Background: an optimization exercise with open tools, aiming at small area, a short achievable clock period and few clock cycles per item. Do not read the settings as production practice. RTL that was checked went through simulation tests only; none was proved equivalent to the original.

Design fpmultiplier, start of the top module:
module fpmultiplier (output logic [31:0] product, output logic ready,
		input logic [31:0] a, input logic clock, nreset);
Settings: LEC_CHECK=0, ABC_CLOCK_PERIOD_IN_PS=4500, CAP_MARGIN=20, CORE_MARGIN=2, CORE_UTILIZATION=40, PLACE_DENSITY=0.6, SETUP_SLACK_MARGIN=3.5, SLEW_MARGIN=20; clock period 9.0 ns.
run.sh (not shown) runs the stock make flow with config.mk's settings and CLKGATE_MAP_FILE= SYNTH_SCRIPT=/design/flow/synth_recipe.tcl, a recipe that flattens the netlist after the stock synthesis.
The first run produced a clean layout.
Then changed:
Settings changed: SETUP_SLACK_MARGIN 3.5 to 5.
Outcome: The changed run completed without violations; sequential share of layout area went down by 1.6 points; routed wire length went up by 11%; final cell count went up by 3.4%; global-route usage went up by 3.3 points.
Then changed:
Settings changed: ABC_CLOCK_PERIOD_IN_PS 4500 to unset, SETUP_SLACK_MARGIN 5 to unset.
Effect: Critical path depth fell by 3. Utilization decreases by 10 points. Routed wire length drops by about a fifth. Synthesized area stays the same. Setup slack is worse by 1.5 ns. Worst hold slack barely changes. Register-to-register slack gets worse by 0.67 ns. Synthesized cell count does not change. Die area is unchanged. Clock-buffer cell count is unchanged.
Function was not checked in any run of this note: the RTL went through the layout flow alone.


Another version of the RTL of fpmultiplier (not shown whole).
For scale: ~1100 cells after synthesis, roughly 160 flip-flops, ~67 I/O pins, about 12000 um^2 of cells after synthesis.
clock: 9.0 ns
lec_check: 0
abc_clock_period_in_ps: 3500
cap_margin: 20
core_margin: 2
core_utilization: 40
cts_buf_list: sky130_fd_sc_hd__clkbuf_4 sky130_fd_sc_hd__clkbuf_8
place_density: 0.6
setup_slack_margin: 5
slew_margin: 20
synth_hierarchical: 1
standard.sh (not shown) runs the stock make flow with config.mk's settings and CLKGATE_MAP_FILE= SYNTH_SCRIPT=/design/flow/synth_recipe.tcl, a recipe that flattens the netlist after the stock synthesis.
==> flow/flow/run.sh <==
#!/bin/bash
# The standard layout flow (standard.sh), run with a larger setup margin
# for the resizer's timing repair and a smaller cell for the port buffers
# (every port is still buffered). Clock, constraints and every step are
# otherwise unchanged.
set -euo pipefail
MARGIN=${MARGIN:-5.7}
sed -E "s/SETUP_SLACK_MARGIN=[-0-9.]+/SETUP_SLACK_MARGIN=$MARGIN/" standard.sh > standard_margin.sh
grep -q "SETUP_SLACK_MARGIN=$MARGIN" standard_margin.sh
bash standard_margin.sh "BUFFER_PORTS_ARGS=-buffer_cell sky130_fd_sc_hd__buf_2" finish > standard.log 2>&1
Testbench counts at the start, summed over its fixed seeds: cycles 28,000, items 4,000.
Rerun with:
--- a/flow/flow/run.sh
+++ b/flow/flow/run.sh
@@ -7 +7 @@
-MARGIN=${MARGIN:-5.7}
+MARGIN=${MARGIN:-5.8}
PLACE_DENSITY = 0.5   (was 0.6)
Cell count grows by 0.39%. Setup slack improves by 0.12 ns. First-iteration DRC count shrinks by 32%. Global-route usage grows by 0.45 points. Final area grows by 1.1%. Area after synthesis does not change. Via count shrinks by 2.5%.


fpmultiplier, a different RTL version from the one above (not shown whole).
For scale: ~1,200 cells after synthesis, ~160 flip-flops, ~67 I/O pins, roughly 12,000 µm² of cells after synthesis.
Settings: LEC_CHECK=0, ABC_CLOCK_PERIOD_IN_PS=3500, CAP_MARGIN=20, CORE_MARGIN=2, CORE_UTILIZATION=40, CTS_BUF_LIST=sky130_fd_sc_hd__clkbuf_4 sky130_fd_sc_hd__clkbuf_8, PLACE_DENSITY=0.6, SETUP_SLACK_MARGIN=5, SLEW_MARGIN=20; clock period 9.0 ns.
==> flow/flow/run.sh <==
#!/bin/bash
# The standard layout flow (standard.sh), run with a larger setup margin
# for the resizer's timing repair and a smaller cell for the port buffers
# (every port is still buffered). Clock, constraints and every step are
# otherwise unchanged.
set -euo pipefail
MARGIN=${MARGIN:-5.8}
sed -E "s/SETUP_SLACK_MARGIN=[-0-9.]+/SETUP_SLACK_MARGIN=$MARGIN/" standard.sh > standard_margin.sh
grep -q "SETUP_SLACK_MARGIN=$MARGIN" standard_margin.sh
bash standard_margin.sh "BUFFER_PORTS_ARGS=-buffer_cell sky130_fd_sc_hd__buf_2" finish > standard.log 2>&1
Testbench counts at the start, summed over its fixed seeds: cycles 28,000, items 4,000.
Then changed:
==> flow/run.sh (new file) <==
#!/bin/bash
# synth_recipe.tcl (not shown) runs the flow's synth.tcl, then flattens the netlist and writes it again
# the make line also repeats each setting of config.mk as NAME=value (left out here)
make -C /OpenROAD-flow-scripts/flow DESIGN_CONFIG=/design/flow/config.mk WORK_HOME=/design/flow/orfs CLKGATE_MAP_FILE= SYNTH_SCRIPT=/design/flow/synth_recipe.tcl finish
- CTS_BUF_LIST: sky130_fd_sc_hd__clkbuf_4 sky130_fd_sc_hd__clkbuf_8 -> unset
removed: flow/flow/run.sh
removed: flow/standard.sh
- die area is unchanged
- synthesized area is unchanged
- worst setup slack degrades by 0.70 ns
Then changed:
==> flow/flow/run.sh (new file) <==
#!/bin/bash
# The standard layout flow (standard.sh), run with a larger setup margin
# for the resizer's timing repair. Clock, constraints and every step are
# otherwise unchanged.
set -euo pipefail
MARGIN=${MARGIN:-5.8}
sed -E "s/SETUP_SLACK_MARGIN=[-0-9.]+/SETUP_SLACK_MARGIN=$MARGIN/" standard.sh > standard_margin.sh
grep -q "SETUP_SLACK_MARGIN=$MARGIN" standard_margin.sh
bash standard_margin.sh > standard.log 2>&1
==> flow/standard.sh (new file) <==
#!/bin/bash
# synth_recipe.tcl (not shown) runs the flow's synth.tcl, then flattens the netlist and writes it again
# the make line also repeats each setting of config.mk as NAME=value (left out here)
make -C /OpenROAD-flow-scripts/flow DESIGN_CONFIG=/design/flow/config.mk WORK_HOME=/design/flow/orfs CLKGATE_MAP_FILE= SYNTH_SCRIPT=/design/flow/synth_recipe.tcl "${@:-finish}"
- CTS_BUF_LIST: unset -> sky130_fd_sc_hd__clkbuf_4 sky130_fd_sc_hd__clkbuf_8
removed: flow/run.sh
Effect: Clock skew grows by 0.011 ns. Wire length grows by 3.2%. Design area grows by 1.1%.


Another version of the RTL of fpmultiplier (not shown whole).
For scale: about 1000 cells after synthesis, ~160 flip-flops, roughly 67 I/O pins.
clock: 9.0 ns
lec_check: 0
abc_clock_period_in_ps: 3500
cap_margin: 20
core_margin: 2
core_utilization: 40
cts_buf_list: sky130_fd_sc_hd__clkbuf_4 sky130_fd_sc_hd__clkbuf_8
place_density: 0.6
setup_slack_margin: 5
slew_margin: 20
synth_hierarchical: 1
==> flow/flow/run.sh <==
#!/bin/bash
# The standard layout flow (standard.sh), run with a larger setup margin
# for the resizer's timing repair and a smaller cell for the port buffers
# (every port is still buffered). Clock, constraints and every step are
# otherwise unchanged.
set -euo pipefail
MARGIN=${MARGIN:-5.8}
sed -E "s/SETUP_SLACK_MARGIN=[-0-9.]+/SETUP_SLACK_MARGIN=$MARGIN/" standard.sh > standard_margin.sh
grep -q "SETUP_SLACK_MARGIN=$MARGIN" standard_margin.sh
bash standard_margin.sh "BUFFER_PORTS_ARGS=-buffer_cell sky130_fd_sc_hd__buf_2" finish > standard.log 2>&1
The starting point completed without violations.
Change:
--- a/flow/flow/run.sh
+++ b/flow/flow/run.sh
@@ -5,5 +5,5 @@
 # otherwise unchanged.
 set -euo pipefail
-MARGIN=${MARGIN:-5.8}
+MARGIN=${MARGIN:-6.2}
 sed -E "s/SETUP_SLACK_MARGIN=[-0-9.]+/SETUP_SLACK_MARGIN=$MARGIN/" standard.sh > standard_margin.sh
 grep -q "SETUP_SLACK_MARGIN=$MARGIN" standard_margin.sh
Register-to-register slack improves by 0.26 ns.
First-iteration DRC count rises by about a fifth.
Cell count rises by a few percent.
Via count rises by a few percent.
Clock-buffer cell count falls by 1.
Routed wire length rises by a little under a tenth.
Die area stays the same.
Worst setup slack improves by 0.26 ns.
Hold slack stays flat.
Synthesized area stays the same.
Change:
--- a/flow/flow/run.sh
+++ b/flow/flow/run.sh
@@ -5,5 +5,5 @@
 # otherwise unchanged.
 set -euo pipefail
-MARGIN=${MARGIN:-6.2}
+MARGIN=${MARGIN:-6.0}
 sed -E "s/SETUP_SLACK_MARGIN=[-0-9.]+/SETUP_SLACK_MARGIN=$MARGIN/" standard.sh > standard_margin.sh
 grep -q "SETUP_SLACK_MARGIN=$MARGIN" standard_margin.sh
The new run finished with timing, DRC and antenna clean.
Via count decreases by 3.0%.
Routed wire length shrinks by 2.2%.
Die area does not change.
Maximum frequency came out lower by 2.2%.
Design area falls by 5.2%.
Global-route usage came out lower by 0.54 points.
No run of this note included a check of the RTL's function; only the layout flow was run.


fpmultiplier, a different RTL version from the one above (not shown whole).
Size in the first run: roughly 1100 cells after synthesis, about 160 flip-flops, about 67 I/O pins, ~12000 sq um of cells after synthesis.
Settings: LEC_CHECK=0, ABC_CLOCK_PERIOD_IN_PS=3500, CAP_MARGIN=20, CORE_MARGIN=2, CORE_UTILIZATION=40, CTS_BUF_LIST=sky130_fd_sc_hd__clkbuf_4 sky130_fd_sc_hd__clkbuf_8, PLACE_DENSITY=0.6, SETUP_SLACK_MARGIN=5, SLEW_MARGIN=20, SYNTH_HIERARCHICAL=1, TNS_END_PERCENT=20; clock period 9.0 ns.
==> flow/flow/run.sh <==
#!/bin/bash
# The standard layout flow (standard.sh), run with a larger setup margin
# for the resizer's timing repair and a smaller cell for the port buffers
# (every port is still buffered). Clock, constraints and every step are
# otherwise unchanged.
set -euo pipefail
MARGIN=${MARGIN:-6.0}
sed -E "s/SETUP_SLACK_MARGIN=[-0-9.]+/SETUP_SLACK_MARGIN=$MARGIN/" standard.sh > standard_margin.sh
grep -q "SETUP_SLACK_MARGIN=$MARGIN" standard_margin.sh
bash standard_margin.sh "BUFFER_PORTS_ARGS=-buffer_cell sky130_fd_sc_hd__buf_2" finish > standard.log 2>&1
The first run completed with no timing, DRC or antenna violations.
Testbench counts at the start, summed over its fixed seeds: cycles 28,000, items 4,000.
Next try:
--- a/flow/flow/run.sh
+++ b/flow/flow/run.sh
@@ -7 +7 @@
-MARGIN=${MARGIN:-6.0}
+MARGIN=${MARGIN:-5.9}
- TNS_END_PERCENT: 20 -> unset
=>
- non-clock buffer count went down by 22
- final cell count went down by 1.4%
- wire length went down by about 4.5%
Next try:
--- a/flow/flow/run.sh
+++ b/flow/flow/run.sh
@@ -7 +7 @@
-MARGIN=${MARGIN:-5.9}
+MARGIN=${MARGIN:-6.0}
- TNS_END_PERCENT: unset -> 0
Result: Final cell count grows slightly. Die area stays the same. Maximum frequency climbs slightly.
Next try:
--- a/flow/flow/run.sh
+++ b/flow/flow/run.sh
@@ -7 +7 @@
-MARGIN=${MARGIN:-6.0}
+MARGIN=${MARGIN:-6.1}
- TNS_END_PERCENT: 0 -> unset
After rerunning:
- The new run went through all stages and came out clean
- worst hold slack barely changes
- area after synthesis does not change
- non-clock buffer count is higher by 20
- routed wire length increases by about 2%
- cell count climbs by 1.3%


fpmultiplier, a different RTL version from the one above (not shown whole).
For scale: about 1500 cells after synthesis.
clock: 9.0 ns
lec_check: 0
abc_clock_period_in_ps: 3500
cap_margin: 20
core_margin: 2
core_utilization: 40
place_density: 0.6
setup_slack_margin: 5
slew_margin: 20
run.sh (not shown) runs the stock make flow with config.mk's settings and CLKGATE_MAP_FILE= SYNTH_SCRIPT=/design/flow/synth_recipe.tcl, a recipe that flattens the netlist after the stock synthesis.
Stock flow here: none of the scripts above is used.
The starting point completed without violations.
Edit:
==> flow/flow/run.sh (new file) <==
#!/bin/bash
# The standard layout flow (standard.sh), run with a larger setup margin
# for the resizer's timing repair. Clock, constraints and every step are
# otherwise unchanged.
set -euo pipefail
MARGIN=${MARGIN:-6}
sed -E "s/SETUP_SLACK_MARGIN=[-0-9.]+/SETUP_SLACK_MARGIN=$MARGIN/" standard.sh > standard_margin.sh
grep -q "SETUP_SLACK_MARGIN=$MARGIN" standard_margin.sh
bash standard_margin.sh > standard.log 2>&1
==> flow/standard.sh (new file) <==
#!/bin/bash
# synth_recipe.tcl (not shown) runs the flow's synth.tcl, then flattens the netlist and writes it again
# the make line also repeats each setting of config.mk as NAME=value (left out here)
make -C /OpenROAD-flow-scripts/flow DESIGN_CONFIG=/design/flow/config.mk WORK_HOME=/design/flow/orfs CLKGATE_MAP_FILE= SYNTH_SCRIPT=/design/flow/synth_recipe.tcl "${@:-finish}"
removed: flow/run.sh
The new run ran to the end with no violations.
Cell area increases by about a fifth.
Wire length increases by a quarter to a third.
Critical path depth increases by 2.
Die area stays the same.
Via count increases by roughly a tenth.
Area after synthesis is unchanged.
No run of this note included a check of the RTL's function; only the layout flow was run.


Setup of T:
RTL: one of the versions met above, not the one the previous note started from.
For scale: ~1200 cells after synthesis, about 160 flip-flops, roughly 67 I/O pins, about 12000 um2 of cells after synthesis.
## fpmultiplier
module fpmultiplier (output logic [31:0] product, output logic ready,
		input logic [31:0] a, input logic clock, nreset);
clock: 9.0 ns
lec_check: 0
abc_clock_period_in_ps: 3500
cap_margin: 20
core_margin: 2
core_utilization: 40
cts_buf_list: sky130_fd_sc_hd__clkbuf_4 sky130_fd_sc_hd__clkbuf_8
place_density: 0.6
setup_slack_margin: 5
slew_margin: 20
standard.sh (not shown) runs the stock make flow with config.mk's settings and CLKGATE_MAP_FILE= SYNTH_SCRIPT=/design/flow/synth_recipe.tcl, a recipe that flattens the netlist after the stock synthesis.
==> flow/flow/run.sh <==
#!/bin/bash
# The standard layout flow (standard.sh), run with a larger setup margin
# for the resizer's timing repair and a smaller cell for the port buffers
# (every port is still buffered). Clock, constraints and every step are
# otherwise unchanged.
set -euo pipefail
MARGIN=${MARGIN:-6.0}
sed -E "s/SETUP_SLACK_MARGIN=[-0-9.]+/SETUP_SLACK_MARGIN=$MARGIN/" standard.sh > standard_margin.sh
grep -q "SETUP_SLACK_MARGIN=$MARGIN" standard_margin.sh
bash standard_margin.sh "BUFFER_PORTS_ARGS=-buffer_cell sky130_fd_sc_hd__buf_2" finish > standard.log 2>&1
Every stage of the flow completed for T, and the final layout passed the timing, DRC and antenna checks.
Testbench counts of T, summed over its fixed seeds: cycles 28,000, items 4,000.
Input-level comparison between Q and T:
Settings: CTS_BUF_LIST: sky130_fd_sc_hd__clkbuf_4 sky130_fd_sc_hd__clkbuf_8 -> unset.
==> flow/flow/run.sh <==
#!/bin/bash
# The standard layout flow (standard.sh), run with a larger setup margin
# for the resizer's timing repair. Clock, constraints and every step are
# otherwise unchanged.
set -euo pipefail
MARGIN=${MARGIN:-5.8}
sed -E "s/SETUP_SLACK_MARGIN=[-0-9.]+/SETUP_SLACK_MARGIN=$MARGIN/" standard.sh > standard_margin.sh
grep -q "SETUP_SLACK_MARGIN=$MARGIN" standard_margin.sh
bash standard_margin.sh > standard.log 2>&1
--- outcome ---
Taking T as the reference, in Q detailed route wirelength on metal2 neither gained nor lost much, total of fill cells in the finished design lost about 2%, maximum net fanout on the critical path picked up an extra 21.


## alpha
RTL: one of the versions met above, not the one the previous note started from.
Size: roughly 1,100 cells after synthesis, roughly 160 flip-flops, roughly 67 I/O pins, roughly 12,000 um^2 of cells after synthesis.
==> flow/design.v (excerpt) <==
module fpmultiplier (output logic [31:0] product, output logic ready,
		input logic [31:0] a, input logic clock, nreset);
clock: 9.0 ns
lec_check: 0
abc_clock_period_in_ps: 3500
cap_margin: 20
core_margin: 2
core_utilization: 40
cts_buf_list: sky130_fd_sc_hd__clkbuf_4 sky130_fd_sc_hd__clkbuf_8
place_density: 0.6
setup_slack_margin: 5
slew_margin: 20
synth_hierarchical: 1
==> flow/flow/run.sh <==
#!/bin/bash
# The standard layout flow (standard.sh), run with a larger setup margin
# for the resizer's timing repair and a smaller cell for the port buffers
# (every port is still buffered). Clock, constraints and every step are
# otherwise unchanged.
set -euo pipefail
MARGIN=${MARGIN:-5.9}
sed -E "s/SETUP_SLACK_MARGIN=[-0-9.]+/SETUP_SLACK_MARGIN=$MARGIN/" standard.sh > standard_margin.sh
grep -q "SETUP_SLACK_MARGIN=$MARGIN" standard_margin.sh
bash standard_margin.sh "BUFFER_PORTS_ARGS=-buffer_cell sky130_fd_sc_hd__buf_2" finish > standard.log 2>&1
alpha finished end to end and its layout was clean on timing, DRC and antenna.
Testbench counts of alpha, summed over its fixed seeds: cycles 28,000, items 4,000.
diff inputs: alpha => beta
diff --git a/flow/flow/run.sh b/flow/flow/run.sh
--- a/flow/flow/run.sh
+++ b/flow/flow/run.sh
@@ -6,3 +6,3 @@
 set -euo pipefail
-MARGIN=${MARGIN:-5.9}
+MARGIN=${MARGIN:-6.0}
 sed -E "s/SETUP_SLACK_MARGIN=[-0-9.]+/SETUP_SLACK_MARGIN=$MARGIN/" standard.sh > standard_margin.sh
==> summary.txt <==
- Across both runs, clock buffer count in the final layout was lower for beta than for alpha.
- Total routed wirelength went up by a little under 10% going from alpha to beta.
- Compared with alpha, in beta via count saw an increase, maximum number of pins on one net before global-route repair increased by 20 relative to the old numbers, clock network contribution to total cell area held steady, final period demand of the worst path went up.
- Between alpha and beta, the layout-stage area growth over the synthesis result is higher for beta.
### beta -> gamma
- swapping 0.6 for 0.7 in PLACE_DENSITY
diff --git a/flow/flow/run.sh b/flow/flow/run.sh
--- a/flow/flow/run.sh
+++ b/flow/flow/run.sh
@@ -6,3 +6,3 @@
 set -euo pipefail
-MARGIN=${MARGIN:-6.0}
+MARGIN=${MARGIN:-5.8}
 sed -E "s/SETUP_SLACK_MARGIN=[-0-9.]+/SETUP_SLACK_MARGIN=$MARGIN/" standard.sh > standard_margin.sh
--- outcome ---
gamma: all stages complete, timing, DRC and antenna checks passed. The critical path arrival of gamma falls short of that of beta by 2.06 ns. When gamma is measured against beta, its layout overhead on the synthesized area turns out 10 points lower. The run with more routed wire is beta, not gamma. Taking beta as the reference, in gamma design area now smaller; worst hold slack has remained practically unchanged; utilization went down; sum of met3 wire segment lengths after detailed routing has decreased.

port drivers added, routing unchanged:
In the flow no input, the clock included, has a driving cell. The finished layouts below were timed again as built, in two steps.
Step 1 (the two cells are an assumption about what drives the block):
set clk [get_ports {clock}]
set_driving_cell -lib_cell sky130_fd_sc_hd__clkbuf_16 $clk
set_driving_cell -lib_cell sky130_fd_sc_hd__buf_2 [delete_from_list [all_inputs] $clk]
Step 2 adds t to the input delays and takes it off the output delays; t is the mean of the earliest and latest rising clock arrival at the registers after step 1. Input paths then give back, and output paths get back, about the clock's delay inside the block.
Slacks: no drivers / after step 1 / after step 2; pairs: no drivers / after step 1.
run | t (ns) | setup WS [ns] | worst setup path after step 2
the first run of note 1 | 0.558 | 3.470 / 3.405 / 3.004 | input to register
the second run of note 1 | 0.553 | 3.409 / 3.343 / 3.401 | input to register
the third run of note 1 | 0.556 | 1.887 / 1.823 / 2.367 | input to register
the first run of note 2 | 0.523 | 5.748 / 5.695 / 5.862 | register to register
the second run of note 2 | 0.514 | 5.869 / 5.823 / 5.902 | register to register
the first run of note 3 | 0.516 | 5.812 / 5.812 / 5.812 | register to register
the second run of note 3 | 0.486 | 5.110 / 5.061 / 5.343 | register to register
the third run of note 3 | 0.520 | 5.829 / 5.785 / 5.565 | input to register
the first run of note 4 | 0.508 | 5.862 / 5.815 / 5.936 | register to register
the second run of note 4 | 0.506 | 6.124 / 6.077 / 6.200 | register to register
the third run of note 4 | 0.508 | 6.058 / 6.011 / 6.097 | register to register
the first run of note 5 | 0.510 | 5.976 / 5.976 / 5.976 | register to register
the second run of note 5 | 0.504 | 5.935 / 5.935 / 5.935 | register to register
the third run of note 5 | 0.508 | 5.973 / 5.973 / 5.973 | register to register
the fourth run of note 5 | 0.526 | 6.030 / 6.030 / 6.030 | register to register
the first run of note 6 | 0.483 | 5.164 / 5.164 / 5.164 | register to register
the second run of note 6 | 0.491 | 5.808 / 5.808 / 5.808 | register to register
T | 0.530 | 5.945 / 5.945 / 5.945 | register to register
Q | 0.489 | 5.820 / 5.788 / 5.557 | input to register
alpha | 0.513 | 5.952 / 5.904 / 5.981 | register to register
beta | 0.524 | 5.928 / 5.928 / 5.928 | register to register
gamma | 0.514 | 5.827 / 5.785 / 5.877 | register to register
After both steps every run listed still meets setup and hold. For the first run of note 1, which loses most, drivers alone change the setup slack by -0.065 ns; drivers and shift together by -0.466 ns.
